Context: an optimization exercise on an open-source flow, tuned for small area, a short achievable clock period and few clock cycles. The choices shown serve that exercise and are no tape-out recipe.
The RTL was checked by simulation tests, not by an equivalence proof against the original design.

==> inputs of try-sierra <==
Design MandelbrotGen, start of the top module:
module MandelbrotGen(
		input Clk_100M,           
		input  [4:0]BTNS,         
		input  SW0,               
		input  SW15,              
		output reg [18:0] addrA,  
		output reg [11:0] dinA,   
		output reg wea            
    );
reg rst_q;        
reg restart;      
reg pan_im;       
reg pan_re;       
reg pan_sub;      
reg zoom;         
reg sw0_q;        
wire raw_restart = SW15 | (|BTNS);
always @(posedge Clk_100M) begin
	rst_q   <= SW15;
	restart <= raw_restart;
	pan_im  <= ~SW15 & (BTNS[0] | BTNS[1]);
	pan_re  <= ~SW15 & ~BTNS[0] & ~BTNS[1] & (BTNS[3] | BTNS[4]);
	pan_sub <= BTNS[0] | (~BTNS[1] & BTNS[3]);
	zoom    <= BTNS[2];
	sw0_q   <= SW0;
end
reg [17:0] shift, re0, im0;    
reg [17:0] crn, cin;           
reg [9:0] xn;                  
reg [8:0] yn;                  
reg row_end;                   
reg [2:0] ipar;                
reg [2:0] hpar;                
reg [17:0] ci_even, ci_odd;
reg [17:0] zr1a, zi1a, cr1a, cr2a;
reg rp1a, rp2a;                    
reg [17:0] ci2a;                      
reg [8:0] bone1a, btwo1a;            
reg [7:0] n1a, n2a;            
reg v1a, d1a, v2a, d2a;        
reg [2:0] t1a, t2a;            
wire [117-1:0] cuta_w;
  ...
==> flow/config.mk <==
export PLATFORM = sky130hd
export DESIGN_NAME = MandelbrotGen
export DESIGN_NICKNAME = MandelbrotGen
export VERILOG_FILES = /design/flow/design.v
export SDC_FILE = /design/flow/constraint.sdc
export NUM_CORES = 8
export LEC_CHECK = 0
export ABC_AREA = 1
export CAP_MARGIN = 70
export CORE_MARGIN = 2
export CORE_UTILIZATION = 40
export CTS_BUF_LIST = sky130_fd_sc_hd__clkbuf_8
export CTS_CLUSTER_DIAMETER = 100
export CTS_CLUSTER_SIZE = 10
export SETUP_SLACK_MARGIN = 5
export SLEW_MARGIN = 70
export SYNTH_HIERARCHICAL = 1
export SYNTH_MINIMUM_KEEP_SIZE = 0
export TNS_END_PERCENT = 0
==> flow/constraint.sdc <==
create_clock -name core_clock -period 11.0 [get_ports {Clk_100M}]
set_input_delay 2.2000 -clock core_clock [delete_from_list [all_inputs] [get_ports {Clk_100M}]]
set_output_delay 2.2000 -clock core_clock [all_outputs]
set_load 0.01 [all_outputs]
standard.sh (not shown) runs the stock make flow with config.mk's settings and CLKGATE_MAP_FILE= SYNTH_SCRIPT=/design/flow/synth_recipe.tcl, a recipe that flattens the netlist after the stock synthesis.
==> flow/flow/run.sh <==
#!/bin/bash
# Layout flow: the standard synthesis (standard.sh synth), then the
# standard ORFS layout steps (standard.sh's make command) with these changes:
#  - the resizer's timing repair aims for a larger setup slack margin, so that
#    it shortens the critical paths below the clock period;
#  - extra ORFS variables given in EXTRA below.
# Each tool's output goes to a log file in this folder.
set -euo pipefail
MARGIN=7.3
EXTRA='BUFFER_PORTS_ARGS="-buffer_cell sky130_fd_sc_hd__buf_2"'
bash standard.sh synth > synth.log 2>&1
sed -e "s/SETUP_SLACK_MARGIN=[0-9.]*/SETUP_SLACK_MARGIN=$MARGIN/" \
    -e "s|\"\${@:-finish}\"|$EXTRA \"\${@:-finish}\"|" standard.sh > layout.sh
bash layout.sh > layout.log 2>&1
==> try-onyx (differences from try-sierra) <==
--- a/flow/flow/run.sh
+++ b/flow/flow/run.sh
@@ -7,5 +7,5 @@
 # Each tool's output goes to a log file in this folder.
 set -euo pipefail
-MARGIN=7.3
+MARGIN=7.5
 EXTRA='BUFFER_PORTS_ARGS="-buffer_cell sky130_fd_sc_hd__buf_2"'
 bash standard.sh synth > synth.log 2>&1
==> comparison table <==
Worst Setup End Kind: try-onyx primary output; try-sierra flop
Crit Reg-Reg Endpoint: try-onyx cutd_q[9]; try-sierra cutc_q[5]
Aggregate routed wire length: try-onyx 340 mm; try-sierra 335 mm
Fill cells: try-onyx 24,473; try-sierra 24,599
Diode count: try-onyx 5; try-sierra 9
Per-cell via count in the routed design: try-onyx 5.61; try-sierra 5.60
Number of buffers and inverters on the critical path: try-onyx 1; try-sierra 2
Detailed-routed wire length on met3: try-onyx 32.5 mm; try-sierra 30.6 mm
CP max stage cell: try-onyx dfxtp_4; try-sierra fa_2
Share of layout cells above drive strength 1: try-onyx 10.0%; try-sierra 8.86%
Drt first-iter violations: try-onyx 8,350; try-sierra 8,005
First-pass DRT Iterations: try-onyx 9; try-sierra 7
Via total after detailed routing: try-onyx 82,724; try-sierra 82,194
Layout area overhead: try-onyx 11.4%; try-sierra 10.0%
Sequential share of cell area: try-onyx 22.0%; try-sierra 22.2%
Arr. time, crit path: try-onyx 1520 ps; try-sierra 4560 ps
Status: try-onyx complete, no violations; try-sierra complete, no violations
Number of nets in the final layout: try-onyx 13,525; try-sierra 13,458
Critical Path Fanout Max: try-onyx 1; try-sierra 35
Launch point of the worst path: try-onyx wea; try-sierra zr1c[12]
Ratio of final minimum period to clock period: try-onyx 33.8%; try-sierra 34.2%
Global-route wire length before repair: try-onyx 510 mm; try-sierra 510 mm
Testbench counts of try-sierra, summed over its fixed seeds: cycles 2,839,990.
Testbench counts of try-onyx, summed over its fixed seeds: cycles 2,839,990.

==> afterwards: timing with drivers on the ports <==
How much do the figures lean on ideal ports? The routed layouts below were timed once more, with nothing changed but the port constraints.
Step 1, drivers: a clkbuf_16 drives Clk_100M and a buf_2 each remaining input, both assumed.
Step 2 moves the port delays by t, midway between the first and last clock arrival at a register: inputs arrive t later, outputs are due t later. That takes back most of the time a late clock gives input paths.
a / b / c = ideal ports / drivers / drivers and shift; a / b = the first two.
run | shift t [ns] | slack for setup (ns) | slew at the worst register clock pin (ns) | cell pins on the clock port's net
try-sierra | 1.043 | 7.239 / 7.189 / 7.239 | 0.10 / 0.10 | 1
try-onyx | 1.046 | 7.282 / 7.182 / 7.319 | 0.10 / 0.10 | 1
After both steps setup and hold are still met in every run listed.
